Context: an optimization exercise on an open-source flow, tuned for small area, a short achievable clock period and few clock cycles. The choices shown serve that exercise and are no tape-out recipe. At most, simulation tests tie the RTL to the original design; equivalence was not proved. No functional check of the RTL was part of runs 4 to 7. No run shown here takes its clock network from TritonCTS; it comes from the design's own scripts or RTL. The clock port is modelled as an ideal driver, which makes a skipped or thinned clock tree look cheaper than it is; a real chip needs a root buffer or a tree. Power and IR drop assume default switching activity.

## design/flow/config.mk

```make
export PLATFORM = sky130hd
export DESIGN_NAME = STI_DAC
export DESIGN_NICKNAME = STI_DAC
export VERILOG_FILES = /design/flow/design.v
export SDC_FILE = /design/flow/constraint.sdc
export NUM_CORES = 4
export LEC_CHECK = 0
export ABC_AREA = 1
export CAP_MARGIN = 20
export CORE_MARGIN = 2
export CORE_UTILIZATION = 40
export SETUP_SLACK_MARGIN = 2.1
export SLEW_MARGIN = 20
```

## design/flow/constraint.sdc

```tcl
create_clock -name core_clock -period 4.0 [get_ports {clk}]
set_input_delay 0.8000 -clock core_clock [delete_from_list [all_inputs] [get_ports {clk}]]
set_output_delay 0.8000 -clock core_clock [all_outputs]
set_load 0.01 [all_outputs]
```

## design/flow/design.v

```verilog
module STI_DAC(clk ,reset, load, pi_data, pi_length, pi_fill, pi_msb, pi_low, pi_end,
	       so_data, so_valid,
	       oem_finish, oem_dataout, oem_addr,
	       odd1_wr, odd2_wr, odd3_wr, odd4_wr, even1_wr, even2_wr, even3_wr, even4_wr);
input		clk, reset;
input		load, pi_msb, pi_low, pi_end;
input	[15:0]	pi_data;
input	[1:0]	pi_length;
input		pi_fill;
output		so_data;
output		so_valid;
output		odd1_wr, odd2_wr, odd3_wr, odd4_wr, even1_wr, even2_wr, even3_wr, even4_wr;
output	reg	oem_finish;
output	[4:0]	oem_addr;
output	[7:0]	oem_dataout;
reg		busy;		 
reg	[2:0]	idx;		 
reg		hi;		 
reg		zero;		 
reg		be;		 
reg	[7:0]	shift;		 
reg	[5:0]	pix;		 
reg	[3:1]	bge;		 
reg	[2:1]	beq;		 
reg		wr_odd;		 
reg		wr_even;	 
reg		wr_data;	 
reg		zen_n;		 
wire off = pi_length[1] & (pi_msb ^ pi_fill);	 
reg zero0, hi0;					 
always @(*) begin
	case (pi_length)
	2'd0: begin zero0 = 1'b0; hi0 = pi_low; end
	2'd1: begin zero0 = 1'b0; hi0 = pi_msb; end
	2'd2: begin zero0 = off; hi0 = off ^ pi_msb; end	 
	default: begin zero0 = off; hi0 = pi_msb; end		 
	endcase
end
wire k1 = hi ^ pi_msb;
wire last_byte = (pi_length == 2'd0)
	| (~zero & k1 & ((pi_length == 2'd1) | off))		 
	| (zero & ~off & (pi_length == 2'd2) & ~k1)		 
	| (zero & ~off & (pi_length == 2'd3) & k1);		 
wire first_bit = ~zero0 & (pi_msb ? (hi0 ? pi_data[15] : pi_data[7])
				  : (hi0 ? pi_data[8] : pi_data[0]));
wire next_bit = ~zero & pi_data[{hi, idx}];
wire byte_end = be;
wire last = byte_end & last_byte;
always @(posedge clk or posedge reset) begin
	if (reset) begin
		busy <= 1'b0;
		be <= 1'b0;
	end else begin
		busy <= load | (busy & ~last);
		be <= busy & (idx == (pi_msb ? 3'd1 : 3'd6));
	end
end
wire [2:0] idx_up = idx + 3'd1;
wire [2:0] idx_dn = idx - 3'd1;
always @(posedge clk) begin
	if (load) idx <= pi_msb ? 3'd6 : 3'd1;
	else idx <= pi_msb ? idx_dn : idx_up;
	if (load) begin
		zero <= zero0;
		hi <= hi0;
	end else if (byte_end) begin
		zero <= zero ^ k1;
		hi <= ~hi;
	end
	shift <= {shift[6:0], load ? first_bit : next_bit};
end
assign so_data = shift[0];
wire pix_ev = pix[3] ^ pix[0];
wire fill = pi_end & ~bge[1] & ~(wr_odd | wr_even);
wire slot = byte_end | fill;
always @(posedge clk or posedge reset) begin
	if (reset) begin
		pix <= 6'd0;
		bge <= 3'd0;
		beq <= 2'd0;
		wr_odd <= 1'b0;
		wr_even <= 1'b0;
		wr_data <= 1'b0;
		zen_n <= 1'b0;
		oem_finish <= 1'b0;
	end else begin
		wr_odd <= slot & ~pix_ev;
		wr_even <= slot & pix_ev;
		wr_data <= byte_end;
		zen_n <= byte_end | ~(load | busy | pi_end);
		if ((wr_odd | wr_even) & (pix == 6'd63)) begin
			bge <= {bge[2:1], 1'b1};
			beq <= {beq[1], ~bge[1]};
		end
		pix <= pix + {5'd0, wr_odd | wr_even};
		oem_finish <= pi_end & bge[1];
	end
end
assign odd1_wr  = wr_odd & ~bge[1];
assign even1_wr = wr_even & ~bge[1];
assign odd2_wr  = wr_odd & beq[1] | ~zen_n & ~bge[1];
assign even2_wr = wr_even & beq[1] | ~zen_n & ~bge[1];
assign odd3_wr  = wr_odd & beq[2] | ~zen_n & ~bge[2];
assign even3_wr = wr_even & beq[2] | ~zen_n & ~bge[2];
assign odd4_wr  = wr_odd & bge[3] | ~zen_n & ~bge[3];
assign even4_wr = wr_even & bge[3] | ~zen_n & ~bge[3];
assign oem_addr = pix[5:1];
assign so_valid = busy | wr_data;
assign oem_dataout = shift & {8{wr_data}};
endmodule
```

## design/flow/flow/run.sh

```bash
#!/bin/bash
# Standard synthesis and layout, with plain buf_1 port buffers, free cell
# sizing, and a single clock buffer in place of the clock tree (pre_cts.tcl).
set -euo pipefail
here=$(pwd)
bash standard.sh synth > synth.log 2>&1
bash standard.sh 'BUFFER_PORTS_ARGS=-buffer_cell sky130_fd_sc_hd__buf_1' MATCH_CELL_FOOTPRINT=0 "PRE_CTS_TCL=$here/flow/pre_cts.tcl" finish > layout.log 2>&1
```

## design/flow/flow/pre_cts.tcl

```tcl
# Clock tree: one clkbuf_16, placed at the centre of the registers, drives
# every register's clock pin (the design has about 30 registers). This
# replaces ORFS's two-level H-tree; all registers still see the same clock.
set block [ord::get_db_block]
set clknet [$block findNet clk]
set sinks {}
set sx 0
set sy 0
foreach it [$clknet getITerms] {
  set inst [$it getInst]
  set box [$inst getBBox]
  set sx [expr {$sx + ([$box xMin] + [$box xMax]) / 2}]
  set sy [expr {$sy + ([$box yMin] + [$box yMax]) / 2}]
  lappend sinks $it
}
set n [llength $sinks]
puts "pre_cts: $n clock sinks"
set master [[ord::get_db] findMaster sky130_fd_sc_hd__clkbuf_16]
set buf [odb::dbInst_create $block $master clkbuf_root]
set leaf [odb::dbNet_create $block clknet_root]
$leaf setSigType CLOCK
foreach it $sinks {
  $it disconnect
  $it connect $leaf
}
[$buf findITerm A] connect $clknet
[$buf findITerm X] connect $leaf
$buf setLocation [expr {$sx / $n}] [expr {$sy / $n}]
$buf setPlacementStatus PLACED
set_propagated_clock [all_clocks]
# the tree is built; skip ORFS's clock tree synthesis
proc clock_tree_synthesis {args} { puts "pre_cts: clock_tree_synthesis skipped" }
```

## design/flow/standard.sh

```bash
#!/bin/bash
# synth_recipe.tcl (not shown) runs the flow's synth.tcl, then flattens the netlist and writes it again
# the make line also repeats each setting of config.mk as NAME=value (left out here)
make -C /OpenROAD-flow-scripts/flow DESIGN_CONFIG=/design/flow/config.mk WORK_HOME=/design/flow/orfs CLKGATE_MAP_FILE= SYNTH_SCRIPT=/design/flow/synth_recipe.tcl "${@:-finish}"
```

==> flow_summary.json, run 1 <==
{
  "status": "complete, no violations",
  "holdPathStages": 0,
  "path_max_fanout": 3,
  "path_buf_inv": 1,
  "cp.required_ps": 3200,
  "worstSetupEndpoint": "even4_wr",
  "synth_mux_area_frac": 0,
  "r2r_slack_ps": 2490,
  "ir_worst_vdd_mv": 0.2451,
  "yosysMostFrequentCell": "nand2_1",
  "synth_edf_count": 2,
  "io_pins": 49,
  "critPathLaunchType": "register",
  "crit_start": "bge[3]",
  "rsz0062_at_grt": "yes",
  "yosysTopAreaCell": "dfrtp_1",
  "ant_nets": 0,
  "final_util": 0.4770,
  "synth_compound_area_frac": 0.06806,
  "syn2layout_area_growth_pct": 14.06,
  "holdCritPathClass": "reg2reg",
  "clock_skew_ps": 11.43,
  "synth_flop_cell": "dfrtp_1",
  "worstReg2RegEnd": "idx[2]",
  "ys_seq_elements": 31,
  "crit_cells": 3,
  "synthArstFlopShare": 0.5806,
  "p_leak_nw": 1.026,
  "min_period_ps": 1850,
  "synth_simple_gate_area_frac": 0.2708,
  "ys_top_cells_by_area": "dfrtp_1, nand2_1, dfxtp_1",
  "path_clk_slew_ps": 110,
  "syn_nets": 251,
  "tns_ps": 0,
  "critPathMaxStageDelay_ps": 410,
  "crit_type": "reg2out",
  "seq_area_um2": 732.0,
  "port_buffers": 48,
  "drv_slew": 0,
  "end_kind": "output port",
  "antenna_found_initial": 0,
  "synth_fa_ha_area_frac": 0.04188,
  "ys_top_cells_by_count": "nand2_1, inv_1, dfrtp_1",
  "setup_viol": 0,
  "grtUsageMet2": 0.2536,
  "grt_pass1_vias": 1223,
  "avgSynthCellArea_um2": 7.569,
  "drv_cap": 0,
  "grt_max_degree": 32,
  "track_usage": 0.1357,
  "synth_area_mm2": 0.001673,
  "firstDrtPassIters": 4,
  "viasPerCell": 4.550,
  "grt_pass1_wl_mm": 5.057,
  "grt_overflow_total": 0,
  "p_per_area_mw_per_mm2": 458.4,
  "timing.fmax_ghz": 0.5405,
  "worstMarginPinSlew_ps": 662.6,
  "synthDistinctLibCells": 29,
  "synth-xor-area-share": 0.03141,
  "finalWeightedCongestion": 0.7962,
  "die_x_um": 68.67,
  "rows": 23,
  "fp.dieH_um": 68.67,
  "crit_chain": "or2_4 > o21ai_0 > buf_2",
  "core_area_mm2": 0.004000,
  "yosys_warnings": 1,
  "arrival_ps": 1050,
  "cp_top_family": "flip-flops",
  "slew_headroom": 0.5578,
  "fill_cells": 433,
  "cpMaxStageDelayCell": "dfrtp_1",
  "met3_usage": 0.006494,
  "postCtsHoldBufs": 0,
  "dieArea_mm2": 0.004716,
  "dr_total_vias": 1424,
  "start_util": 0.4182,
  "yosysTopAreaCellShare": 0.2693,
  "syn_inst": 221,
  "finalHoldViolCount": 0,
  "antenna_cells": 0,
  "wire_per_inst_um": 9.818,
  "busiest_layer": "met2",
  "r2r_cells": 5,
  "clk_latency_ps": 170,
  "synth_top_family_by_area": "simple AND/OR/NAND/NOR gates",
  "synth_seq_area_share": 0.4368,
  "dr.first_iter.drc_count": 69,
  "routed_wl_mm": 3.073,
  "met1_usage": 0.1780,
  "place_hpwl_mm": 2.408,
  "multi_input_area_um2": 698.2,
  "final_min_period_over_clock_period": 0.4626,
  "drc": 0,
  "rr_startpoint": "idx[0]",
  "layout.nets": 295,
  "drive_above_1_share": 0.09125
}
-- metrics by stage --
stage          worst slack, ps  cells  instance area [um^2]  hold slack (ps)  total power (W)
2_1_floorplan             2232    221                  1673            331.1        0.0006953
3_3_place_gp              1937    309                  1837            334.1        0.0007441
3_5_place_dp              1905    309                  1837            335.0        0.0007484
4_1_cts                   2096    311                  1873            356.7        0.0008730
5_1_grt                   2098    313                  1908            362.5        0.0009498
6_report                  2150    313                  1908            356.1        0.0008746
-- what timing repair did --
action                                  4_1_cts  5_1_grt
resized for setup                             4       12
setup buffers                                 1        2
hold endpoints to repair                      0        0
endpoints found under the setup margin        3        8
pin swaps                                     0        1
-- kinds of logic after synthesis --
logic type	count (synthesis)
AND/OR/NAND/NOR	104
buffers and inverters	55
flip-flops	31
AO/OA/AOI/OAI	20
XOR/XNOR	6
adder cells (fa/ha/maj)	5
-- routing by layer --
| metal | up-vias | part of all wire |
|---|---|---|
| li1 | 758 | - |
| met2 | 39 | 0.45 |
| met1 | 625 | 0.48 |
| met3 | 2 | 0.050 |
| met4 | 0 | 0.011 |
| met5 | - | 0 |
-- flip-flops by register name, summed over array words and instances, names as in the netlist --
register	flops
zen_n	1
idx	3
pix	6
oem_finish	1
bge	3
beq	2
wr_odd	1
be	1
shift	8
hi	1
wr_data	1
wr_even	1
busy	1
zero	1
-- cell type report --
cell class	instances	share of cell area
multi-input combinational	135	0.3659
tap	50	0.03279
buffer	1	0.01311
sequential	31	0.3836
inverter	45	0.09115
timing repair buffer	51	0.1134
-- cell usage in the layout, fill, tap and decap left out, drive strengths merged --
cell	count
nand2	71
o22ai	4
dfrtp	18
inv	45
dfxtp	11
buf	49
a21oi	2
o21ai	10
xor2	5
ha	4
nand4	3
o31ai	1
nand3	17
xnor2	1
a31oi	1
or2	3
edfxtp	2
clkbuf	3
nor3	2
nor2	8
o21a	2
fa	1
-- worst min-delay path by stage --
stage	start	end	slack, ps
after floorplan	shift[1]	shift[2]	330
after global placement	shift[1]	shift[2]	330
after detailed placement	shift[2]	shift[3]	340
after CTS	shift[2]	shift[3]	360
after global routing	shift[2]	shift[3]	360
final	shift[2]	shift[3]	360
-- where the power goes --
| group | total (W) | internal [W] | switching, W |
|---|---|---|---|
| combinational | 0.000298 | 0.000122 | 0.000175 |
| sequential | 0.000453 | 0.000389 | 0.0000643 |
| clock | 0.000124 | 0.0000467 | 0.0000769 |
| total | 0.000875 | 0.000558 | 0.000317 |
Testbench counts, summed over its fixed seeds: cycles 10,845.
==> run 2, diff against run 1 <==
--- a/design/flow/config.mk
+++ b/design/flow/config.mk
@@ -5,7 +5,6 @@
 export SDC_FILE = /design/flow/constraint.sdc
 export NUM_CORES = 4
 export LEC_CHECK = 0
-export ABC_AREA = 1
 export CAP_MARGIN = 20
 export CORE_MARGIN = 2
 export CORE_UTILIZATION = 40
==> flow_summary.json, run 2 <==
{
  "dr_total_vias": 1191,
  "hold_start": "shift[1]",
  "syn2layout_area_growth_pct": 13.69,
  "synth_seq_area_share": 0.4676,
  "holdCritPathClass": "reg2reg",
  "end_kind": "output port",
  "min_period_ps": 1810,
  "wire_per_inst_um": 11.88,
  "postCtsHoldBufs": 0,
  "drc": 0,
  "avgSynthCellArea_um2": 10.08,
  "die_x_um": 66.51,
  "grt_pass1_wl_mm": 5.002,
  "cp.required_ps": 3200,
  "mostFrequentLayoutCells": "buf_1, dfrtp_1, nand2_1, inv_1, dfxtp_1",
  "cp_top_family": "flip-flops",
  "dieArea_mm2": 0.004423,
  "largest_reg_flops": 8,
  "clock_skew_ps": 4.949,
  "viasPerCell": 4.901,
  "grt_pass1_vias": 1168,
  "largest_registers": "shift (8), pix (6)",
  "syn_nets": 185,
  "ir_worst_vdd_mv": 0.2541,
  "core_area_mm2": 0.003716,
  "critPathLaunchType": "register",
  "syn_inst": 155,
  "antenna_cells": 0,
  "ys_seq_elements": 31,
  "antenna_found_initial": 0,
  "fp.dieH_um": 66.51,
  "setup_viol": 0,
  "rr_startpoint": "idx[1]",
  "crit_type": "reg2out",
  "drv_slew": 0,
  "port_buffers": 48,
  "fill_cells": 387,
  "place_ws_ps": 1778,
  "yosys_warnings": 1,
  "place_hpwl_mm": 2.355,
  "r2r_slack_ps": 2350,
  "largest_register": "shift",
  "timing.fmax_ghz": 0.5526,
  "dr.first_iter.drc_count": 42,
  "yosysTopAreaCellShare": 0.2882,
  "final_min_period_over_clock_period": 0.4524,
  "ys_top_cells_by_count": "dfrtp_1, inv_1, nand2_1",
  "slew_headroom": 0.5536,
  "clk_latency_ps": 170,
  "synth_flop_cell": "dfrtp_1",
  "placed_cells": 241,
  "grt_max_degree": 32,
  "rows": 22,
  "tns_ps": 0,
  "yosysMostFrequentCell": "dfrtp_1",
  "routed_wl_mm": 2.886,
  "p_leak_nw": 0.7831,
  "finalWeightedCongestion": 0.8388,
  "start_util": 0.4205,
  "firstDrtPassIters": 4,
  "grt_overflow_total": 0,
  "finalHoldViolCount": 0,
  "synth_edf_count": 2,
  "yosysTopAreaCell": "dfrtp_1",
  "ant_nets": 0,
  "worst_slack_ps": 2190,
  "path_max_fanout": 5,
  "final_common_cell": "buf_1",
  "synth_area_mm2": 0.001563,
  "io_pins": 49,
  "layout.nets": 227,
  "synthDistinctLibCells": 36,
  "crit_chain": "nor2b_1 > a21oi_1 > clkbuf_2",
  "drv_cap": 0,
  "rsz0062_at_grt": "yes",
  "critPathMaxStageDelay_ps": 430,
  "path_clk_slew_ps": 110,
  "synthArstFlopShare": 0.5806,
  "worstMarginPinSlew_ps": 668.9,
  "arrival_ps": 1010,
  "status": "complete, no violations",
  "crit_start": "zen_n",
  "track_usage": 0.1382,
  "ys_top_cells_by_area": "dfrtp_1, dfxtp_1, mux2i_1",
  "p_per_area_mw_per_mm2": 494.8,
  "path_buf_inv": 1,
  "fin_cells": 243,
  "drive_above_1_share": 0.09744,
  "cpMaxStageDelayCell": "dfrtp_1"
}
[run 2: cell types whose count changed in the layout (fill, tap and decap cells not counted), sizes merged, moves of 8 or more]
cell	before	now
nand2	71	12
and2	0	9
inv	45	13
mux2i	0	8
nand3	17	6
[run 2: final timing paths]
kind,endpoint,depth (start not counted)
worst max-delay path,even4_wr,3
worst min-delay path,shift[2],0
worst max register to register,shift[0],4
worst min register to register,shift[2],0
max in group asynchronous,wr_data,2
min in group asynchronous,pix[4],2
[run 2: per-layer routing]
metal  share of wire  track usage  up-vias
li1                -            -      594
met1            0.43       0.1658      564
met2            0.52       0.2788       31
met3           0.045     0.005068        2
met4           0.011      0.01276        0
met5               0            0        -
[run 2: cell families (layout without fill, tap and decap cells)]
family / after synthesis / count (layout) / share of synthesized area
DFF: 31 / 31 / 0.4676
adders and majority gates: 5 / 5 / 0.04484
buffers and inverters: 23 / 63 / 0.07766
AOI/OAI and AO/OA: 22 / 22 / 0.08087
and+or+nand+nor: 51 / 51 / 0.1697
xor gates and xnor gates: 9 / 9 / 0.05044
muxes: 14 / 14 / 0.1089
[run 2: final cells by class]
| type | count | area (um^2) | area share |
|---|---|---|---|
| Multi-Input combinational cell | 101 | 718.2 | 0.4042 |
| Sequential cell | 31 | 732.0 | 0.4120 |
| Buffer | 1 | 25.02 | 0.01408 |
| Inverter | 13 | 48.80 | 0.02746 |
| Tap cell | 48 | 60.06 | 0.03380 |
| Timing Repair Buffer | 49 | 192.7 | 0.1085 |
[run 2: power by group]
part / total (W) / internal, W / switching (W)
combinational: 0.000279 / 0.000132 / 0.000146
sequential: 0.000479 / 0.000399 / 0.0000801
clock: 0.000121 / 0.0000466 / 0.0000745
[run 2: stage by stage]
stage	utilization	total power, W	hold slack, ps	instance area (um^2)
2_1_floorplan	-	0.0007078	323.6	1563
3_3_place_gp	0.4657	0.0007518	327.8	1730
3_5_place_dp	0.4657	0.0007661	334.1	1730
4_1_cts	0.4727	0.0008870	356.6	1757
5_1_grt	0.4781	0.0009551	363.9	1777
6_report	0.4781	0.0008792	355.5	1777
[run 2: what timing repair did]
action | 4_1_cts | 5_1_grt
buffers inserted | 0 | 1
gates resized for setup | 1 | 6
endpoints found under the setup margin | 2 | 6
==> run 3, diff against run 2 <==
--- a/design/flow/config.mk
+++ b/design/flow/config.mk
@@ -5,6 +5,7 @@
 export SDC_FILE = /design/flow/constraint.sdc
 export NUM_CORES = 4
 export LEC_CHECK = 0
+export ABC_CLOCK_PERIOD_IN_PS = 1200
 export CAP_MARGIN = 20
 export CORE_MARGIN = 2
 export CORE_UTILIZATION = 40
==> flow_summary.json, run 3 <==
{
  "p_leak_nw": 0.7831,
  "total_power_w": 0.0008792,
  "yosysTopAreaCellShare": 0.2882,
  "fill_cells": 387,
  "wire_per_inst_um": 11.88,
  "synth_area_mm2": 0.001563,
  "critPathLaunchType": "register",
  "clock_skew_ps": 4.949,
  "placed_cells": 241,
  "ys_top_cells_by_count": "dfrtp_1, inv_1, nand2_1",
  "dieArea_mm2": 0.004423,
  "fin_cells": 243,
  "fp.dieH_um": 66.51,
  "syn_inst": 155,
  "tns_ps": 0,
  "drc": 0,
  "yosysTopAreaCell": "dfrtp_1",
  "timing.fmax_ghz": 0.5526,
  "syn2layout_area_growth_pct": 13.69,
  "end_kind": "output port",
  "cp_top_family": "flip-flops",
  "finalWeightedCongestion": 0.8388,
  "grt_max_degree": 32,
  "cpMaxStageDelayCell": "dfrtp_1",
  "synth_seq_area_share": 0.4676,
  "layout.nets": 227,
  "slew_headroom": 0.5536,
  "p_per_area_mw_per_mm2": 494.8,
  "crit_type": "reg2out",
  "path_buf_inv": 1,
  "largest_registers": "shift (8), pix (6)",
  "holdCritPathClass": "reg2reg",
  "drive_above_1_share": 0.09744,
  "grt_pass1_wl_mm": 5.002,
  "ir_worst_vdd_mv": 0.2541,
  "final_common_cell": "buf_1",
  "final_min_period_over_clock_period": 0.4524,
  "synth_edf_count": 2,
  "antenna_found_initial": 0,
  "postCtsHoldBufs": 0,
  "path_max_fanout": 5,
  "syn_nets": 185,
  "routed_wl_mm": 2.886,
  "path_clk_slew_ps": 110,
  "mostFrequentLayoutCells": "buf_1, dfrtp_1, nand2_1, inv_1, dfxtp_1",
  "dr.first_iter.drc_count": 42,
  "core_area_mm2": 0.003716,
  "synthArstFlopShare": 0.5806,
  "io_pins": 49,
  "cp.required_ps": 3200,
  "synth_flop_cell": "dfrtp_1",
  "min_period_ps": 1810,
  "finalHoldViolCount": 0,
  "arrival_ps": 1010,
  "yosysMostFrequentCell": "dfrtp_1",
  "crit_chain": "nor2b_1 > a21oi_1 > clkbuf_2",
  "ys_top_cells_by_area": "dfrtp_1, dfxtp_1, mux2i_1",
  "largest_register": "shift",
  "status": "complete, no violations",
  "ant_nets": 0,
  "critPathMaxStageDelay_ps": 430,
  "drv_cap": 0,
  "multi_input_area_um2": 718.2,
  "rsz0062_at_grt": "yes",
  "grt_pass1_vias": 1168,
  "clk_latency_ps": 170,
  "final_util": 0.4781,
  "start_util": 0.4205,
  "place_hpwl_mm": 2.355,
  "yosys_warnings": 1,
  "setup_viol": 0,
  "largest_reg_flops": 8,
  "die_x_um": 66.51,
  "viasPerCell": 4.901,
  "worstMarginPinSlew_ps": 668.9,
  "track_usage": 0.1382,
  "avgSynthCellArea_um2": 10.08,
  "firstDrtPassIters": 4,
  "rows": 22,
  "drv_slew": 0,
  "synthDistinctLibCells": 36,
  "grt_overflow_total": 0,
  "port_buffers": 48,
  "dr_total_vias": 1191,
  "seq_area_um2": 732.0,
  "ys_seq_elements": 31,
  "antenna_cells": 0
}
-- run 3: cell counts after synthesis --
No cell type changed its count.
-- run 3: through the flow --
step | hold WS, ps | cell area (um^2) | setup WS (ps)
2_1_floorplan | 323.6 | 1563 | 2120
3_3_place_gp | 327.8 | 1730 | 1821
3_5_place_dp | 334.1 | 1730 | 1778
4_1_cts | 356.6 | 1757 | 2112
5_1_grt | 363.9 | 1777 | 2052
6_report | 355.5 | 1777 | 2190
-- run 3: path summary, 6_finish.rpt --
path | depth (start not counted) | slack [ps] | startpoint | end
worst min-delay path | 0 | 360 | shift[1] | shift[2]
max in group asynchronous | 2 | 2860 | reset | wr_data
worst max-delay path | 3 | 2190 | zen_n | even4_wr
worst min register to register | 0 | 360 | shift[1] | shift[2]
min in group asynchronous | 2 | 680 | reset | pix[4]
worst max register to register | 4 | 2350 | idx[1] | shift[0]
-- run 3: timing repair --
action / 4_1_cts / 5_1_grt
setup buffers: 0 / 1
setup endpoints to repair: 2 / 6
resized for setup: 1 / 6
-- run 3: power by group --
part | switching (W) | internal, W
registers | 0.0000801 | 0.000399
logic | 0.000146 | 0.000132
clock network | 0.0000745 | 0.0000466
total | 0.000301 | 0.000578
-- run 3: cell type report --
cell class,count,share of cell area
Timing Repair Buffer,49,0.1085
Multi-Input combinational cell,101,0.4042
Sequential cell,31,0.4120
Tap cell,48,0.03380
Inverter,13,0.02746
Buffer,1,0.01408
-- run 3: worst reg2reg max path, stage by stage, from the launching register on --
cell     delay, ps
dfxtp_1        600
mux4_2         560
nand4_1        100
o21ai_1         70
a211o_1        230
-- run 3: logic make-up (layout without fill, tap and decap cells) --
logic type               count (synthesis)  in the layout  synth area share
AND/OR/NAND/NOR                         51             51            0.1697
flip-flops                              31             31            0.4676
buffers and inverters                   23             63           0.07766
AO/OA/AOI/OAI                           22             22           0.08087
multiplexers                            14             14            0.1089
XOR/XNOR                                 9              9           0.05044
adder cells (fa/ha/maj)                  5              5           0.04484
-- run 3: metal layers --
metal	part of all wire	global-route usage	routed length, um
met2	0.52	0.2788	1490
met5	0	0	0
met4	0.011	0.01276	33
met3	0.045	0.005068	130
met1	0.43	0.1658	1231
==> run 4, diff against run 3 <==
--- a/design/flow/design.v
+++ b/design/flow/design.v
@@ -18,6 +18,8 @@
 reg		hi;		 
 reg		zero;		 
 reg		be;		 
+reg		lb;		 
+reg		msb_r;		 
 reg	[7:0]	shift;		 
 reg	[5:0]	pix;		 
 reg	[3:1]	bge;		 
@@ -36,36 +38,39 @@
 	default: begin zero0 = off; hi0 = pi_msb; end		 
 	endcase
 end
-wire k1 = hi ^ pi_msb;
-wire last_byte = (pi_length == 2'd0)
-	| (~zero & k1 & ((pi_length == 2'd1) | off))		 
-	| (zero & ~off & (pi_length == 2'd2) & ~k1)		 
-	| (zero & ~off & (pi_length == 2'd3) & k1);		 
-wire first_bit = ~zero0 & (pi_msb ? (hi0 ? pi_data[15] : pi_data[7])
-				  : (hi0 ? pi_data[8] : pi_data[0]));
+wire k1 = hi ^ msb_r;
+wire next_last = ((pi_length == 2'd1) | off) & ~zero & ~k1		 
+	| (pi_length == 2'd2) & ~off & ~zero & k1			 
+	| (pi_length == 2'd3) & ~off & zero & ~k1;			 
+wire first_bit = pi_msb ? ((pi_length == 2'd0) ? (pi_low ? pi_data[15] : pi_data[7])
+					       : ~(pi_length[1] & ~pi_fill) & pi_data[15])
+			: ((pi_length == 2'd0) ? (pi_low ? pi_data[8] : pi_data[0])
+					       : ~(pi_length[1] & pi_fill) & pi_data[0]);
 wire next_bit = ~zero & pi_data[{hi, idx}];
 wire byte_end = be;
-wire last = byte_end & last_byte;
 always @(posedge clk or posedge reset) begin
 	if (reset) begin
 		busy <= 1'b0;
 		be <= 1'b0;
 	end else begin
-		busy <= load | (busy & ~last);
-		be <= busy & (idx == (pi_msb ? 3'd1 : 3'd6));
+		busy <= load | (busy & ~(be & lb));
+		be <= busy & (idx == (msb_r ? 3'd1 : 3'd6));
 	end
 end
 wire [2:0] idx_up = idx + 3'd1;
 wire [2:0] idx_dn = idx - 3'd1;
 always @(posedge clk) begin
+	msb_r <= pi_msb;
 	if (load) idx <= pi_msb ? 3'd6 : 3'd1;
-	else idx <= pi_msb ? idx_dn : idx_up;
+	else idx <= msb_r ? idx_dn : idx_up;
 	if (load) begin
 		zero <= zero0;
 		hi <= hi0;
+		lb <= pi_length == 2'd0;
 	end else if (byte_end) begin
 		zero <= zero ^ k1;
 		hi <= ~hi;
+		lb <= next_last;
 	end
 	shift <= {shift[6:0], load ? first_bit : next_bit};
 end
==> design/flow/config.mk (replaced) <==
export PLATFORM = sky130hd
export DESIGN_NAME = STI_DAC
export DESIGN_NICKNAME = STI_DAC
export VERILOG_FILES = /design/flow/design.v
export SDC_FILE = /design/flow/constraint.sdc
export NUM_CORES = 4
export LEC_CHECK = 0
export CAP_MARGIN = 20
export CORE_MARGIN = 2
export CORE_UTILIZATION = 40
export SETUP_SLACK_MARGIN = 2.3
export SLEW_MARGIN = 20
==> flow_summary.json, run 4 <==
{
  "core_area_mm2": 0.004000,
  "holdCritPathClass": "reg2reg",
  "r2r_cells": 4,
  "cpMaxStageDelayCell": "dfrtp_2",
  "synth_edf_count": 3,
  "largest_register": "shift",
  "avgSynthCellArea_um2": 10.21,
  "fp.dieH_um": 68.31,
  "hold_start": "shift[5]",
  "crit_path_frequent_cell": "buf_6",
  "ys_top_cells_by_count": "dfrtp_1, dfxtp_1, mux2i_1",
  "syn_nets": 191,
  "viasPerCell": 4.880,
  "min_to": "shift[6]",
  "yosysMostFrequentCell": "dfrtp_1",
  "ant_nets": 0,
  "grt_max_degree": 34,
  "synth_area_mm2": 0.001654,
  "grt_overflow_total": 0,
  "total_power_w": 0.0009362,
  "drive_above_1_share": 0.3029,
  "min_period_ps": 1802,
  "fin_hold_ws_ps": 361.5,
  "drv_slew": 0,
  "ir_worst_vdd_mv": 0.2281,
  "worstMarginPinSlew_ps": 675.3,
  "dr_total_vias": 1259,
  "status": "complete, no violations",
  "dr.first_iter.drc_count": 47,
  "yosys_warnings": 1,
  "grt_pass1_vias": 1080,
  "syn2layout_area_growth_pct": 26.17,
  "finalWeightedCongestion": 0.7362,
  "holdPathStages": 0,
  "rsz0062_at_grt": "yes",
  "r2r_slack_ps": 2340,
  "synth_seq_area_share": 0.4720,
  "clk_latency_ps": 180,
  "finalHoldViolCount": 0,
  "rr_startpoint": "idx[2]",
  "timing.fmax_ghz": 0.5549,
  "ys_seq_elements": 33,
  "p_leak_nw": 0.9097,
  "io_pins": 49,
  "crit_type": "reg2out",
  "critPathLaunchType": "register",
  "postCtsHoldBufs": 0,
  "synthArstFlopShare": 0.5455,
  "placed_cells": 250,
  "grt_pass1_wl_mm": 4.719,
  "wire_per_inst_um": 11.54,
  "cp.required_ps": 3200,
  "firstDrtPassIters": 4,
  "antenna_found_initial": 0,
  "track_usage": 0.1266,
  "largest_reg_flops": 8,
  "layout.nets": 239,
  "end_kind": "output port",
  "synth_flop_cell": "dfrtp_1",
  "drc": 0,
  "ys_top_cells_by_area": "dfrtp_1, dfxtp_1, mux2i_1",
  "crit_chain": "buf_6 > and2_4 > buf_6",
  "place_hpwl_mm": 2.260,
  "tns_ps": 0,
  "path_max_fanout": 7,
  "synthDistinctLibCells": 39,
  "port_buffers": 48,
  "fin_cells": 258,
  "path_clk_slew_ps": 120,
  "die_x_um": 68.31,
  "routed_wl_mm": 2.977,
  "largest_registers": "shift (8), pix (6)",
  "syn_inst": 162,
  "dieArea_mm2": 0.004666,
  "yosysTopAreaCellShare": 0.2723,
  "worstReg2RegEnd": "shift[0]",
  "clock_skew_ps": 12.32,
  "arrival_ps": 1000,
  "start_util": 0.4135,
  "rows": 23,
  "p_per_area_mw_per_mm2": 448.6,
  "final_common_cell": "buf_1",
  "drv_cap": 0,
  "antenna_cells": 0,
  "slew_headroom": 0.5493,
  "final_min_period_over_clock_period": 0.4506,
  "setup_viol": 0,
  "yosysTopAreaCell": "dfrtp_1",
  "mostFrequentLayoutCells": "buf_1, dfrtp_1, mux2i_1",
  "critPathMaxStageDelay_ps": 450
}
-- run 4: changes by cell type in the layout (fill, tap and decap cells not counted), moves of 5 or more --
cell,previous run,this run
buf_4,1,6
and2_4,0,8
buf_2,0,6
and2_1,9,1
buf_1,44,26
buf_6,0,11
a21oi_1,6,0
-- run 4: report_power, final --
| part | internal [W] | switching [W] | total (W) |
|---|---|---|---|
| clock network | 0.0000469 | 0.0000812 | 0.000128 |
| registers | 0.000414 | 0.0000854 | 0.000499 |
| logic | 0.000165 | 0.000143 | 0.000309 |
-- run 4: per-layer routing --
metal	wire, um	GRT usage	up-vias
met5	0	0	-
met4	23	0.01000	0
met3	151	0.01151	2
met2	1365	0.2306	34
met1	1436	0.1691	573
li1	-	-	650
-- run 4: kinds of logic after synthesis --
family,synth area share
and+or+nand+nor,0.1747
AOI/OAI and AO/OA,0.09608
xor gates and xnor gates,0.05295
muxes,0.1067
buffers and inverters,0.06279
DFF,0.4720
adders and majority gates,0.03480
-- run 4: repair_timing --
item                       CTS  global route
resized for setup           41            39
setup endpoints to repair   24            20
setup buffers                6             1
pin swaps                    0             7
-- run 4: layout make-up --
type                       count  area (um^2)
buffer                         1        25.02
sequential                    33        787.0
tap                           50        62.56
timing repair buffer          55        336.6
multi-input combinational    109        838.3
fill                         357         1913
inverter                      10        37.54
-- run 4: metrics by stage --
step	cell area [um^2]	worst slack [ps]	utilization
final	2087	2198	0.5217
after global routing	2087	2150	0.5217
after CTS	1979	2207	0.4948
after detailed placement	1831	2019	0.4576
after global placement	1831	2033	0.4576
after floorplan	1655	2189	-
-- run 4: worst max path at each step --
stage / startpoint / to / slack (ps) / cells past startpoint
6_report: wr_data / oem_dataout[6] / 2200 / 3
5_1_grt: zen_n / odd4_wr / 2150 / 3
4_1_cts: zen_n / even4_wr / 2210 / 3
3_5_place_dp: pi_data[15] / shift[0] / 2020 / 5
3_3_place_gp: pi_data[6] / shift[0] / 2030 / 5
2_1_floorplan: pi_data[14] / shift[0] / 2190 / 4
-- run 4: worst max-delay path: cells and delay by family (launching register included) --
family                 cells  cell delay, ps
AND/OR/NAND/NOR            1             130
buffers and inverters      2             240
flip-flops                 1             450
==> run 5, diff against run 4 <==
--- a/design/flow/config.mk
+++ b/design/flow/config.mk
@@ -8,5 +8,5 @@
 export CAP_MARGIN = 20
 export CORE_MARGIN = 2
 export CORE_UTILIZATION = 40
-export SETUP_SLACK_MARGIN = 2.3
+export SETUP_SLACK_MARGIN = 2.1
 export SLEW_MARGIN = 20
==> flow_summary.json, run 5 <==
{
  "synthDistinctLibCells": 39,
  "yosysTopAreaCell": "dfrtp_1",
  "place_hpwl_mm": 2.192,
  "track_usage": 0.1184,
  "cp.required_ps": 4080,
  "crit_chain": "buf_1 > mux2i_1 > o32ai_1 > or4_1 > a32o_1",
  "tns_ps": 0,
  "final_common_cell": "buf_1",
  "place_area_mm2": 0.001831,
  "core_area_mm2": 0.004000,
  "path_buf_inv": 1,
  "syn_inst": 162,
  "ys_top_cells_by_count": "dfrtp_1, dfxtp_1, mux2i_1",
  "drv_slew": 0,
  "p_leak_nw": 0.7773,
  "crit_type": "in2reg",
  "slew_headroom": 0.5499,
  "grt_max_degree": 34,
  "finalWeightedCongestion": 0.7356,
  "holdCritPathClass": "reg2reg",
  "p_per_area_mw_per_mm2": 470.6,
  "drc": 0,
  "fp.dieH_um": 68.31,
  "yosys_warnings": 1,
  "min_period_ps": 1818,
  "synth_seq_area_share": 0.4720,
  "critPathLaunchType": "primary input",
  "viasPerCell": 4.873,
  "wire_per_inst_um": 11.18,
  "worstMarginPinSlew_ps": 674.4,
  "crit_cells": 5,
  "status": "complete, no violations",
  "ant_nets": 0,
  "drv_cap": 0,
  "antenna_cells": 0,
  "drive_above_1_share": 0.08911,
  "finalHoldViolCount": 0,
  "syn_nets": 191,
  "synth_area_mm2": 0.001654,
  "dr_total_vias": 1228,
  "final_min_period_over_clock_period": 0.4544,
  "grt_overflow_total": 0,
  "grt_pass1_vias": 1031,
  "io_pins": 49,
  "rr_startpoint": "idx[1]",
  "r2r_slack_ps": 2260,
  "worst_slack_ps": 2183,
  "path_clk_slew_ps": 110,
  "synth_edf_count": 3,
  "dr.first_iter.drc_count": 65,
  "routed_wl_mm": 2.818,
  "synthArstFlopShare": 0.5455,
  "yosysMostFrequentCell": "dfrtp_1",
  "port_buffers": 48,
  "crit_start": "pi_data[0]",
  "antenna_found_initial": 0,
  "path_max_fanout": 3,
  "cpMaxStageDelayCell": "or4_1",
  "clk_latency_ps": 170,
  "mostFrequentLayoutCells": "buf_1, dfrtp_1, mux2i_1",
  "critPathMaxStageDelay_ps": 540,
  "fin_hold_ws_ps": 352.6,
  "final_util": 0.4683,
  "grt_pass1_wl_mm": 4.457,
  "avgSynthCellArea_um2": 10.21,
  "ys_top_cells_by_area": "dfrtp_1, dfxtp_1, mux2i_1",
  "postCtsHoldBufs": 0,
  "yosysTopAreaCellShare": 0.2723,
  "firstDrtPassIters": 4,
  "rows": 23,
  "syn2layout_area_growth_pct": 13.24,
  "cp_top_family": "simple AND/OR/NAND/NOR gates",
  "layout.nets": 233,
  "worstReg2RegEnd": "idx[2]",
  "largest_register": "shift",
  "end_kind": "register",
  "place_ws_ps": 1959,
  "synth_flop_cell": "dfrtp_1",
  "largest_reg_flops": 8,
  "fin_area_mm2": 0.001873,
  "clock_skew_ps": 3.545,
  "worstSetupEndpoint": "shift[0]",
  "rsz0062_at_grt": "no",
  "largest_registers": "shift (8), pix (6)",
  "dieArea_mm2": 0.004666,
  "arrival_ps": 1900,
  "setup_viol": 0,
  "r2r_cells": 5,
  "ys_seq_elements": 33,
  "start_util": 0.4135,
  "timing.fmax_ghz": 0.5502,
  "die_x_um": 68.31,
  "ir_worst_vdd_mv": 0.2487
}
## run 5: metal layers
metal	global-route usage	share of wire	vias up
met5	0	0	-
met4	0.007500	0.0092	0
met3	0.006579	0.049	2
met2	0.2112	0.45	37
met1	0.1651	0.50	557
li1	-	-	632
## run 5: what timing repair did
action                                  in CTS  in global routing
resized for setup                            1                  4
endpoints found under the setup margin       1                  8
buffers inserted                             0                  1
## run 5: worst min path at each step
stage                     startpoint       end  depth (start not counted)
after detailed placement    shift[5]  shift[6]                          0
after floorplan             shift[1]  shift[2]                          0
after global placement      shift[1]  shift[2]                          0
after global routing        shift[6]  shift[7]                          0
after CTS                   shift[5]  shift[6]                          0
final                       shift[5]  shift[6]                          0
## run 5: where the power goes
group | internal (W) | switching, W
Combinational | 0.000127 | 0.000134
Clock | 0.0000467 | 0.0000783
Sequential | 0.000413 | 0.0000812
## run 5: stage by stage
step,instances,power [W]
3_3_place_gp,250,0.0007612
4_1_cts,251,0.0008888
2_1_floorplan,162,0.0007154
5_1_grt,252,0.0009581
3_5_place_dp,250,0.0007643
6_report,252,0.0008814
## run 5: cell type report
cell class / count / area [um^2]
fillers: 410 / 2127
flip-flops and latches: 33 / 784.5
multi-input cells: 109 / 774.5
repair buffers: 49 / 188.9
well taps: 50 / 62.56
inverters: 10 / 37.54
plain buffers: 1 / 25.02
## run 5: cells by family (layout without fill, tap and decap cells)
family	Yosys count	count (layout)	synth area share
XOR/XNOR	10	10	0.05295
multiplexers	17	17	0.1067
buffers and inverters	20	60	0.06279
AND/OR/NAND/NOR	53	53	0.1747
adder cells (fa/ha/maj)	4	4	0.03480
flip-flops	33	33	0.4720
AO/OA/AOI/OAI	25	25	0.09608
==> run 6, diff against run 5 <==
==> design/flow/design.v (replaced) <==
module STI_DAC(clk ,reset, load, pi_data, pi_length, pi_fill, pi_msb, pi_low, pi_end,
	       so_data, so_valid,
	       oem_finish, oem_dataout, oem_addr,
	       odd1_wr, odd2_wr, odd3_wr, odd4_wr, even1_wr, even2_wr, even3_wr, even4_wr);
input		clk, reset;
input		load, pi_msb, pi_low, pi_end;
input	[15:0]	pi_data;
input	[1:0]	pi_length;
input		pi_fill;
output		so_data;
output		so_valid;
output		odd1_wr, odd2_wr, odd3_wr, odd4_wr, even1_wr, even2_wr, even3_wr, even4_wr;
output	reg	oem_finish;
output	[4:0]	oem_addr;
output	[7:0]	oem_dataout;
reg		busy;		 
reg	[2:0]	idx;		 
reg		hi;		 
reg		zero;		 
reg		be;		 
reg	[7:0]	shift;		 
reg	[5:0]	pix;		 
reg	[3:1]	bge;		 
reg		wr_odd;		 
reg		wr_even;	 
reg		wr_data;	 
reg		zen;		 
wire off = pi_length[1] & (pi_msb ^ pi_fill);	 
reg zero0, hi0;					 
always @(*) begin
	case (pi_length)
	2'd0: begin zero0 = 1'b0; hi0 = pi_low; end
	2'd1: begin zero0 = 1'b0; hi0 = pi_msb; end
	2'd2: begin zero0 = off; hi0 = off ^ pi_msb; end	 
	default: begin zero0 = off; hi0 = pi_msb; end		 
	endcase
end
wire k1 = hi ^ pi_msb;
wire last_byte = (pi_length == 2'd0)
	| (~zero & k1 & ((pi_length == 2'd1) | off))		 
	| (zero & ~off & (pi_length == 2'd2) & ~k1)		 
	| (zero & ~off & (pi_length == 2'd3) & k1);		 
wire first_bit = ~zero0 & (pi_msb ? (hi0 ? pi_data[15] : pi_data[7])
				  : (hi0 ? pi_data[8] : pi_data[0]));
wire next_bit = ~zero & pi_data[{hi, idx}];
wire byte_end = be;
wire last = byte_end & last_byte;
always @(posedge clk or posedge reset) begin
	if (reset) begin
		busy <= 1'b0;
		be <= 1'b0;
	end else begin
		busy <= load | (busy & ~last);
		be <= busy & (idx == (pi_msb ? 3'd1 : 3'd6));
	end
end
wire [2:0] idx_up = idx + 3'd1;
wire [2:0] idx_dn = idx - 3'd1;
always @(posedge clk) begin
	if (load) idx <= pi_msb ? 3'd6 : 3'd1;
	else idx <= pi_msb ? idx_dn : idx_up;
	if (load) begin
		zero <= zero0;
		hi <= hi0;
	end else if (byte_end) begin
		zero <= zero ^ k1;
		hi <= ~hi;
	end
	shift <= {shift[6:0], load ? first_bit : next_bit};
end
assign so_data = shift[0];
wire pix_ev = pix[3] ^ pix[0];
wire fill = pi_end & ~bge[1] & ~(wr_odd | wr_even);
wire slot = byte_end | fill;
always @(posedge clk or posedge reset) begin
	if (reset) begin
		pix <= 6'd0;
		bge <= 3'd0;
		wr_odd <= 1'b0;
		wr_even <= 1'b0;
		wr_data <= 1'b0;
		oem_finish <= 1'b0;
	end else begin
		wr_odd <= slot & ~pix_ev;
		wr_even <= slot & pix_ev;
		wr_data <= byte_end;
		bge <= bge | ({bge[2:1], 1'b1} & {3{(wr_odd | wr_even) & (pix == 6'd63)}});
		pix <= pix + {5'd0, wr_odd | wr_even};
		oem_finish <= pi_end & bge[1];
	end
end
always @(posedge clk)
	zen <= ~byte_end & (load | busy | pi_end);
assign odd1_wr  = wr_odd & ~bge[1];
assign even1_wr = wr_even & ~bge[1];
assign odd2_wr  = bge[1] ? wr_odd & ~bge[2] : zen;
assign even2_wr = bge[1] ? wr_even & ~bge[2] : zen;
assign odd3_wr  = bge[2] ? wr_odd & ~bge[3] : zen;
assign even3_wr = bge[2] ? wr_even & ~bge[3] : zen;
assign odd4_wr  = bge[3] ? wr_odd : zen;
assign even4_wr = bge[3] ? wr_even : zen;
assign oem_addr = pix[5:1];
assign so_valid = busy | wr_data;
assign oem_dataout = shift & {8{wr_data}};
endmodule
==> flow_summary.json, run 6 <==
{
  "status": "complete, no violations",
  "start_util": 0.4101,
  "crit_start": "pi_msb",
  "antenna_found_initial": 0,
  "p_leak_nw": 0.7843,
  "crit_cells": 6,
  "cpMaxStageDelayCell": "fa_1",
  "yosysTopAreaCellShare": 0.2519,
  "ys_top_cells_by_count": "dfrtp_1, nand2_1, dfxtp_1",
  "largest_register": "shift",
  "grt_max_degree": 30,
  "die_x_um": 65.04,
  "tns_ps": 0,
  "p_per_area_mw_per_mm2": 497.4,
  "synthDistinctLibCells": 33,
  "worstReg2RegEnd": "shift[0]",
  "final_common_cell": "buf_1",
  "clock_skew_ps": 4.354,
  "slew_headroom": 0.6303,
  "synth_seq_area_share": 0.4534,
  "syn_nets": 182,
  "place_area_mm2": 0.001662,
  "io_pins": 49,
  "grt_pass1_wl_mm": 4.754,
  "synthArstFlopShare": 0.5172,
  "fp.dieH_um": 65.04,
  "arrival_ps": 1980,
  "drv_cap": 0,
  "syn_inst": 152,
  "worstMarginPinSlew_ps": 554.5,
  "cp.required_ps": 4100,
  "layout.nets": 227,
  "fin_area_mm2": 0.001742,
  "path_clk_slew_ps": 100,
  "drv_slew": 0,
  "cp_top_family": "adder cells",
  "drc": 0,
  "final_min_period_over_clock_period": 0.4721,
  "finalWeightedCongestion": 0.7705,
  "rows": 22,
  "worstSetupEndpoint": "idx[2]",
  "synth_edf_count": 2,
  "viasPerCell": 4.848,
  "crit_chain": "clkbuf_2 > inv_1 > fa_1 > xor2_1 > nor2_1 > xnor2_1",
  "crit_type": "in2reg",
  "ys_seq_elements": 29,
  "mostFrequentLayoutCells": "buf_1, nand2_1, dfrtp_1, dfxtp_1, inv_1",
  "placed_cells": 239,
  "postCtsHoldBufs": 0,
  "clk_latency_ps": 160,
  "track_usage": 0.1343,
  "drive_above_1_share": 0.09744,
  "rsz0062_at_grt": "yes",
  "ys_top_cells_by_area": "dfrtp_1, dfxtp_1, mux2i_1",
  "finalHoldViolCount": 0,
  "synth_flop_cell": "dfrtp_1",
  "fill_cells": 366,
  "syn2layout_area_growth_pct": 16.88,
  "hold_start": "shift[6]",
  "avgSynthCellArea_um2": 9.804,
  "dieArea_mm2": 0.004230,
  "yosysMostFrequentCell": "dfrtp_1",
  "grt_overflow_total": 0,
  "routed_wl_mm": 2.746,
  "grt_pass1_vias": 1067,
  "antenna_cells": 0,
  "core_area_mm2": 0.003633,
  "port_buffers": 48,
  "min_period_ps": 1888,
  "critPathLaunchType": "primary input",
  "largest_reg_flops": 8,
  "end_kind": "register",
  "ir_worst_vdd_mv": 0.2090,
  "rr_startpoint": "idx[1]",
  "fin_cells": 243,
  "path_max_fanout": 8,
  "synth_area_mm2": 0.001490,
  "largest_registers": "shift (8), pix (6)",
  "r2r_slack_ps": 2350,
  "firstDrtPassIters": 4,
  "yosys_warnings": 1,
  "path_buf_inv": 2,
  "wire_per_inst_um": 11.30,
  "critPathMaxStageDelay_ps": 450,
  "holdCritPathClass": "reg2reg",
  "place_hpwl_mm": 2.187,
  "r2r_cells": 4,
  "dr_total_vias": 1178,
  "ant_nets": 0,
  "setup_viol": 0,
  "yosysTopAreaCell": "dfrtp_1",
  "dr.first_iter.drc_count": 24,
  "timing.fmax_ghz": 0.5296
}
run 6: cell type report:
| cell class | count | area (um^2) | area share |
|---|---|---|---|
| multi-input combinational | 103 | 714.4 | 0.4102 |
| sequential | 29 | 679.4 | 0.3901 |
| timing repair buffer | 51 | 221.5 | 0.1272 |
| tap | 48 | 60.06 | 0.03448 |
| inverter | 11 | 41.29 | 0.02371 |
| buffer | 1 | 25.02 | 0.01437 |
run 6: cell families (layout without fill, tap and decap cells):
family          after synthesis  after routing  synth area share
mux                          10             10           0.08396
compound gates               22             22           0.09488
fa+ha+maj                     5              5           0.04702
simple gates                 57             57            0.1940
buf+inv                      20             63           0.07388
flops                        29             29            0.4534
xor+xnor                      9              9           0.05289
run 6: worst reg2reg max path: stages (launching register included):
cell,delay [ps]
dfxtp_1,590
mux4_2,560
nand4_1,110
o21ai_1,70
a211o_1,220
run 6: layer usage:
metal,vias up,track usage,part of all wire
met3,4,0.006944,0.063
met2,45,0.2384,0.46
met1,535,0.1859,0.46
met4,0,0.01823,0.016
met5,-,0,0
li1,594,-,-
run 6: how the worst min path moves through the flow:
stage / to / depth (start not counted) / slack [ps]
after CTS: shift[7] / 0 / 350
after floorplan: shift[6] / 0 / 320
after global placement: shift[2] / 0 / 320
after detailed placement: shift[7] / 0 / 330
after global routing: shift[4] / 0 / 360
final: shift[7] / 0 / 350
run 6: stage by stage:
step	setup WS, ps	total power (W)	utilization	hold slack [ps]
floorplan	2126	0.0006940	-	323.0
global placement	1843	0.0007361	0.4573	324.7
detailed placement	1749	0.0007494	0.4573	332.0
CTS	2107	0.0008667	0.4669	354.1
global route	2046	0.0009432	0.4793	358.9
finish	2112	0.0008663	0.4793	348.6
run 6: what timing repair did:
action | CTS | global route
buffers inserted | 1 | 2
resized for setup | 2 | 10
setup endpoints to repair | 5 | 8
endpoints found under the hold margin | 0 | 0
pin swaps | 0 | 2
run 6: report_power, final:
group / switching, W / internal (W)
registers: 0.0000836 / 0.000378
clock network: 0.0000686 / 0.0000463
logic: 0.000147 / 0.000142
total: 0.000299 / 0.000567
==> run 7, diff against run 6 <==
--- a/design/flow/design.v
+++ b/design/flow/design.v
@@ -17,7 +17,7 @@
 reg	[2:0]	idx;		 
 reg		hi;		 
 reg		zero;		 
-reg		be;		 
+reg		msb_r;		 
 reg	[7:0]	shift;		 
 reg	[5:0]	pix;		 
 reg	[3:1]	bge;		 
@@ -43,22 +43,21 @@
 wire first_bit = ~zero0 & (pi_msb ? (hi0 ? pi_data[15] : pi_data[7])
 				  : (hi0 ? pi_data[8] : pi_data[0]));
 wire next_bit = ~zero & pi_data[{hi, idx}];
-wire byte_end = be;
+wire byte_end = busy & (idx == {3{~msb_r}});
 wire last = byte_end & last_byte;
 always @(posedge clk or posedge reset) begin
 	if (reset) begin
 		busy <= 1'b0;
-		be <= 1'b0;
 	end else begin
 		busy <= load | (busy & ~last);
-		be <= busy & (idx == (pi_msb ? 3'd1 : 3'd6));
 	end
 end
 wire [2:0] idx_up = idx + 3'd1;
 wire [2:0] idx_dn = idx - 3'd1;
 always @(posedge clk) begin
+	msb_r <= pi_msb;
 	if (load) idx <= pi_msb ? 3'd6 : 3'd1;
-	else idx <= pi_msb ? idx_dn : idx_up;
+	else idx <= msb_r ? idx_dn : idx_up;
 	if (load) begin
 		zero <= zero0;
 		hi <= hi0;
==> flow_summary.json, run 7 <==
{
  "p_leak_nw": 0.7869,
  "crit_type": "reg2out",
  "antenna_cells": 0,
  "largest_registers": "shift (8), pix (6)",
  "start_util": 0.4118,
  "status": "complete, no violations",
  "holdPathStages": 0,
  "r2r_cells": 4,
  "dieArea_mm2": 0.004246,
  "multi_input_area_um2": 768.2,
  "path_clk_slew_ps": 100,
  "firstDrtPassIters": 4,
  "fp.dieH_um": 65.17,
  "largest_register": "shift",
  "ir_worst_vdd_mv": 0.2281,
  "tns_ps": 0,
  "track_usage": 0.1352,
  "postCtsHoldBufs": 0,
  "ys_seq_elements": 29,
  "min_to": "shift[2]",
  "syn_inst": 145,
  "synthArstFlopShare": 0.4828,
  "clk_latency_ps": 160,
  "grt_overflow_total": 0,
  "synthDistinctLibCells": 41,
  "synth_flop_cell": "dfrtp_1",
  "grt_max_degree": 30,
  "ant_nets": 0,
  "hold_start": "shift[1]",
  "yosysTopAreaCellShare": 0.2341,
  "crit_start": "bge[2]",
  "worstMarginPinSlew_ps": 516.8,
  "finalWeightedCongestion": 0.7723,
  "yosysTopAreaCell": "dfrtp_1",
  "dr.first_iter.drc_count": 25,
  "min_period_ps": 1841,
  "seq_area_um2": 673.1,
  "power.share.clock": 0.141,
  "port_buffers": 48,
  "io_pins": 49,
  "power_switching_w": 0.0002782,
  "routed_wl_mm": 2.841,
  "crit_chain": "nor2b_4 > a21o_1 > clkbuf_2",
  "p_seq_frac": 0.537,
  "place_hpwl_mm": 2.327,
  "die_x_um": 65.17,
  "r2r_slack_ps": 2420,
  "ys_top_cells_by_area": "dfrtp_1, dfxtp_1, mux2i_1",
  "path_max_fanout": 5,
  "fin_area_mm2": 0.001788,
  "finalHoldViolCount": 0,
  "core_area_mm2": 0.003633,
  "layout.nets": 222,
  "setup_viol": 0,
  "switching_share": 0.3391,
  "avgSynthCellArea_um2": 10.32,
  "grt_pass1_vias": 1120,
  "syn2layout_area_growth_pct": 19.48,
  "end_kind": "output port",
  "rows": 22,
  "rr_startpoint": "idx[1]",
  "drc": 0,
  "drv_cap": 0,
  "arrival_ps": 1040,
  "synth_edf_count": 2,
  "final_common_cell": "buf_1",
  "final_min_period_over_clock_period": 0.4603,
  "dr_total_vias": 1181,
  "yosys_warnings": 1,
  "rsz0062_at_grt": "yes",
  "fill_cells": 361,
  "ys_top_cells_by_count": "dfrtp_1, dfxtp_1, inv_1, nor2_1",
  "drv_slew": 0,
  "cp.required_ps": 3200,
  "antenna_found_initial": 0,
  "largest_reg_flops": 8,
  "synth_area_mm2": 0.001496,
  "synth_seq_area_share": 0.4482,
  "timing.fmax_ghz": 0.5431,
  "clock_skew_ps": 2.972,
  "grt_pass1_wl_mm": 4.705,
  "syn_nets": 175,
  "intPower_w": 0.0005421,
  "worstReg2RegEnd": "hi",
  "critPathMaxStageDelay_ps": 440,
  "drive_above_1_share": 0.1526,
  "slew_headroom": 0.6551,
  "viasPerCell": 4.962,
  "mostFrequentLayoutCells": "buf_1, dfxtp_1, dfrtp_1",
  "critPathLaunchType": "register",
  "wire_per_inst_um": 11.94,
  "power_frac_comb": 0.322,
  "p_per_area_mw_per_mm2": 458.7,
  "holdCritPathClass": "reg2reg",
  "place_area_mm2": 0.001674,
  "cpMaxStageDelayCell": "dfrtp_1",
  "yosysMostFrequentCell": "dfrtp_1"
}
[run 7: changes by cell type in the layout (fill, tap and decap cells not counted), moves of 3 or more]
cell     delta
buf_4       +3
nand2_1     -7
nand3_1     -4
o22ai_1     -3
[run 7: power by group through the flow]
stage	clock network, W	logic, W	registers (W)
detailed placement	0	0.000251	0.000450
global route	0.000134	0.000302	0.000457
floorplan	0	0.000225	0.000423
CTS	0.000121	0.000253	0.000444
finish	0.000115	0.000264	0.000441
global placement	0	0.000245	0.000447
[run 7: critical path: cells and delay by family (launching register included)]
| kind | cells | cell delay [ps] |
|---|---|---|
| buffers and inverters | 1 | 120 |
| AOI/OAI and AO/OA | 1 | 170 |
| DFF | 1 | 440 |
| and+or+nand+nor | 1 | 150 |
[run 7: cell type report]
class,count,share of cell area
flip-flops and latches,29,0.3765
plain buffers,1,0.01400
multi-input cells,97,0.4297
well taps,48,0.03359
inverters,10,0.02099
repair buffers,53,0.1253
[run 7: cells by family after synthesis]
logic type	Yosys count	share of synthesized area
and+or+nand+nor	50	0.1865
buffers and inverters	19	0.06689
muxes	11	0.09030
DFF	29	0.4482
xor gates and xnor gates	9	0.05769
AOI/OAI and AO/OA	22	0.1037
adders and majority gates	5	0.04682
[run 7: worst max-delay path by stage]
stage / slack, ps / cells after the start / endpoint
floorplan: 2130 / 4 / shift[0]
global placement: 1850 / 7 / busy
detailed placement: 1770 / 7 / busy
CTS: 2100 / 5 / shift[0]
global route: 2100 / 3 / odd3_wr
finish: 2160 / 3 / odd3_wr
[run 7: through the flow]
step / utilization / worst slack (ps) / hold slack, ps / total power (W) / cells
finish: 0.4921 / 2159 / 353.1 / 0.0008202 / 238
global route: 0.4921 / 2097 / 362.9 / 0.0008927 / 238
CTS: 0.4694 / 2102 / 355.9 / 0.0008187 / 233
detailed placement: 0.4607 / 1770 / 328.9 / 0.0007015 / 232
global placement: 0.4607 / 1845 / 330.2 / 0.0006912 / 232
floorplan: - / 2126 / 323.0 / 0.0006481 / 145
[run 7: repair_timing]
item	CTS	global route
hold endpoints to repair	0	0
pin swaps	0	2
endpoints found under the setup margin	4	7
buffers inserted	0	5
gates resized for setup	3	17
[run 7: layer usage]
| metal | global-route usage | wire [um] |
|---|---|---|
| met4 | 0.02083 | 0 |
| met3 | 0.01370 | 137 |
| met5 | 0 | 0 |
| met1 | 0.1691 | 1183 |
| met2 | 0.2551 | 1520 |
==> run 8, diff against run 7 <==
--- a/design/flow/design.v
+++ b/design/flow/design.v
@@ -17,6 +17,7 @@
 reg	[2:0]	idx;		 
 reg		hi;		 
 reg		zero;		 
+reg		be;		 
 reg		msb_r;		 
 reg	[7:0]	shift;		 
 reg	[5:0]	pix;		 
@@ -43,13 +44,15 @@
 wire first_bit = ~zero0 & (pi_msb ? (hi0 ? pi_data[15] : pi_data[7])
 				  : (hi0 ? pi_data[8] : pi_data[0]));
 wire next_bit = ~zero & pi_data[{hi, idx}];
-wire byte_end = busy & (idx == {3{~msb_r}});
+wire byte_end = be;
 wire last = byte_end & last_byte;
 always @(posedge clk or posedge reset) begin
 	if (reset) begin
 		busy <= 1'b0;
+		be <= 1'b0;
 	end else begin
 		busy <= load | (busy & ~last);
+		be <= busy & (idx == (msb_r ? 3'd1 : 3'd6));
 	end
 end
 wire [2:0] idx_up = idx + 3'd1;
--- a/design/flow/config.mk
+++ b/design/flow/config.mk
@@ -7,6 +7,6 @@
 export LEC_CHECK = 0
 export CAP_MARGIN = 20
 export CORE_MARGIN = 2
-export CORE_UTILIZATION = 40
+export CORE_UTILIZATION = 65
 export SETUP_SLACK_MARGIN = 2.1
 export SLEW_MARGIN = 20
==> flow_summary.json, run 8 <==
{
  "ys_top_cells_by_area": "dfrtp_1, dfxtp_1, mux2i_1",
  "ys_seq_elements": 30,
  "firstDrtPassIters": 5,
  "intPower_w": 0.0005448,
  "largest_reg_flops": 8,
  "final_min_period_over_clock_period": 0.4651,
  "path_buf_inv": 1,
  "crit_start": "bge[2]",
  "finalHoldViolCount": 0,
  "crit_type": "reg2out",
  "p_leak_nw": 0.7730,
  "rsz0062_at_grt": "yes",
  "end_kind": "output port",
  "track_usage": 0.2348,
  "power_frac_comb": 0.309,
  "largest_registers": "shift (8), pix (6)",
  "grt_pass1_wl_mm": 4.940,
  "cp.required_ps": 3200,
  "dr_total_vias": 1182,
  "path_max_fanout": 5,
  "avgSynthCellArea_um2": 10.12,
  "cp_top_family": "flip-flops",
  "drc": 0,
  "postCtsHoldBufs": 0,
  "synthArstFlopShare": 0.5000,
  "antenna_found_initial": 0,
  "clk_latency_ps": 160,
  "start_util": 0.6836,
  "p_per_area_mw_per_mm2": 478.6,
  "clock_skew_ps": 3.745,
  "place_hpwl_mm": 2.362,
  "antenna_cells": 0,
  "fill_cells": 166,
  "timing.fmax_ghz": 0.5375,
  "setup_viol": 0,
  "io_pins": 49,
  "power_switching_w": 0.0002798,
  "holdCritPathClass": "reg2reg",
  "tns_ps": 0,
  "syn_inst": 148,
  "arrival_ps": 1060,
  "ys_top_cells_by_count": "dfrtp_1, dfxtp_1, nand2_1",
  "synth_flop_cell": "dfrtp_1",
  "wire_per_inst_um": 13.27,
  "dr.first_iter.drc_count": 25,
  "place_area_mm2": 0.001648,
  "ir_worst_vdd_mv": 0.4222,
  "largest_register": "shift",
  "ant_nets": 0,
  "fin_area_mm2": 0.001723,
  "switching_share": 0.3393,
  "grt_overflow_total": 0,
  "fp.dieH_um": 52,
  "dieArea_mm2": 0.002704,
  "synthDistinctLibCells": 33,
  "rr_startpoint": "idx[0]",
  "die_x_um": 52,
  "hold_start": "shift[1]",
  "synth_seq_area_share": 0.4645,
  "yosysTopAreaCell": "dfrtp_1",
  "routed_wl_mm": 2.907,
  "min_period_ps": 1861,
  "critPathMaxStageDelay_ps": 460,
  "cpMaxStageDelayCell": "dfrtp_2",
  "worstMarginPinSlew_ps": 605.9,
  "status": "complete, no violations",
  "yosysTopAreaCellShare": 0.2506,
  "core_area_mm2": 0.002191,
  "power.share.clock": 0.139,
  "drv_cap": 0,
  "drv_slew": 0,
  "rows": 17,
  "path_clk_slew_ps": 100,
  "synth_edf_count": 2,
  "fin_cells": 219,
  "grt_pass1_vias": 1149,
  "yosysMostFrequentCell": "dfrtp_1",
  "crit_chain": "nor2b_4 > a21o_1 > buf_1",
  "mostFrequentLayoutCells": "buf_1, dfxtp_1, nand2_1, dfrtp_1",
  "drive_above_1_share": 0.1152,
  "slew_headroom": 0.5923,
  "final_common_cell": "buf_1",
  "critPathLaunchType": "register",
  "synth_area_mm2": 0.001498,
  "p_seq_frac": 0.552,
  "layout.nets": 223,
  "viasPerCell": 5.397,
  "syn_nets": 178,
  "finalWeightedCongestion": 0.7979,
  "port_buffers": 48,
  "yosys_warnings": 1,
  "placed_cells": 216,
  "grt_max_degree": 31,
  "syn2layout_area_growth_pct": 15.04
}
run 8: cell count changes after synthesis, sizes merged, moves of 2 or more:
cell and delta:
or3b -2, nand3 +2, nor2 -2, o21ai +3
nand2b +2, a221oi -2, nand2 +4
run 8: final timing paths:
path | endpoint | slack, ps | cells past startpoint
max | even3_wr | 2140 | 3
min | shift[2] | 350 | 0
max reg2reg | shift[0] | 2350 | 4
min reg2reg | shift[2] | 350 | 0
max in group asynchronous | bge[2] | 2950 | 2
min in group asynchronous | oem_finish | 650 | 2
run 8: cell type report:
class | count | area (um^2) | share of cell area
Multi-Input combinational cell | 101 | 728.2 | 0.4227
Tap cell | 28 | 35.03 | 0.02033
Timing Repair Buffer | 50 | 200.2 | 0.1162
Buffer | 1 | 25.02 | 0.01452
Inverter | 9 | 33.78 | 0.01961
Sequential cell | 30 | 700.7 | 0.4067
run 8: power groups by stage:
stage / Combinational, W / Sequential [W] / Clock, W
2_1_floorplan: 0.000219 / 0.000436 / 0
3_3_place_gp: 0.000236 / 0.000454 / 0
3_5_place_dp: 0.000252 / 0.000461 / 0
4_1_cts: 0.000253 / 0.000454 / 0.000119
5_1_grt: 0.000292 / 0.000467 / 0.000128
6_report: 0.000255 / 0.000455 / 0.000115
run 8: cells by family (layout without fill, tap and decap cells):
family / count (synthesis) / in the layout / share of synthesized area
simple gates: 54 / 54 / 0.1880
fa+ha+maj: 5 / 5 / 0.04679
buf+inv: 17 / 60 / 0.06600
xor+xnor: 9 / 9 / 0.05263
mux: 11 / 11 / 0.09023
flops: 30 / 30 / 0.4645
compound gates: 22 / 22 / 0.09190
run 8: through the flow:
stage          hold slack (ps)  utilization  setup WS [ps]   power, W
5_1_grt                  362.3       0.7864           2093  0.0008869
4_1_cts                  353.9       0.7647           2083  0.0008270
3_3_place_gp             325.3       0.7521           1953  0.0006902
3_5_place_dp             331.8       0.7521           1850  0.0007130
2_1_floorplan            323.0            -           2149  0.0006548
6_report                 353.4       0.7864           2139  0.0008246
run 8: repair_timing:
action                                  CTS  global route
gates cloned                              0             0
resized for setup                         2            13
pin swaps                                 0             0
endpoints found under the setup margin    3             7
hold endpoints to repair                  0             0
setup buffers                             0             2
run 8: metal layers:
metal | global-route usage | share of wire | wire length [um] | up-vias
li1 | - | - | - | 579
met1 | 0.3051 | 0.42 | 1211 | 559
met2 | 0.4304 | 0.51 | 1484 | 38
met3 | 0.02586 | 0.063 | 183 | 6
met4 | 0.02632 | 0.0096 | 28 | 0
met5 | 0 | 0 | 0 | -
Testbench counts of run 8, summed over its fixed seeds: cycles 10,845.

-- static timing again, ports no longer ideal --
The results above use ideal ports. As a check the final layouts listed here were re-extracted and re-timed, cells and wires unchanged.
Step 1 sets driving cells, clkbuf_16 on the clock port and buf_2 on the other inputs (assumed; they add their load-dependent delay and slew).
Step 2 times the ports against the registers' clock, not the clock port: input delays grow and output delays shrink by t, the midpoint of the rising clock arrivals with the driver on.
Slacks: no drivers / after step 1 / after step 2; pairs: no drivers / after step 1.
| run | shift t [ns] | slack for setup (ns) | clock arrival spread, ns | slew at the worst register clock pin (ns) | pins driven straight from the clock port |
|---|---|---|---|---|---|
| run 1 | 0.202 | 2.150 / 2.117 / 2.090 | 0.012 / 0.011 | 0.11 / 0.11 | 1 |
| run 2 | 0.197 | 2.190 / 2.160 / 2.002 | 0.005 / 0.006 | 0.11 / 0.11 | 1 |
| run 3 | 0.197 | 2.190 / 2.160 / 2.002 | 0.005 / 0.006 | 0.11 / 0.11 | 1 |
| run 4 | 0.204 | 2.198 / 2.166 / 2.010 | 0.014 / 0.014 | 0.12 / 0.12 | 1 |
| run 5 | 0.198 | 2.183 / 2.165 / 1.991 | 0.004 / 0.004 | 0.11 / 0.11 | 1 |
| run 6 | 0.192 | 2.112 / 2.121 / 1.930 | 0.004 / 0.005 | 0.10 / 0.10 | 1 |
| run 7 | 0.188 | 2.159 / 2.132 / 1.979 | 0.003 / 0.004 | 0.10 / 0.10 | 1 |
| run 8 | 0.190 | 2.139 / 2.111 / 2.002 | 0.004 / 0.003 | 0.10 / 0.10 | 1 |
After both steps setup and hold are still met in every run listed. The setup slack of run 5, which loses most, moves by -0.018 ns with the drivers and by -0.192 ns with both steps.
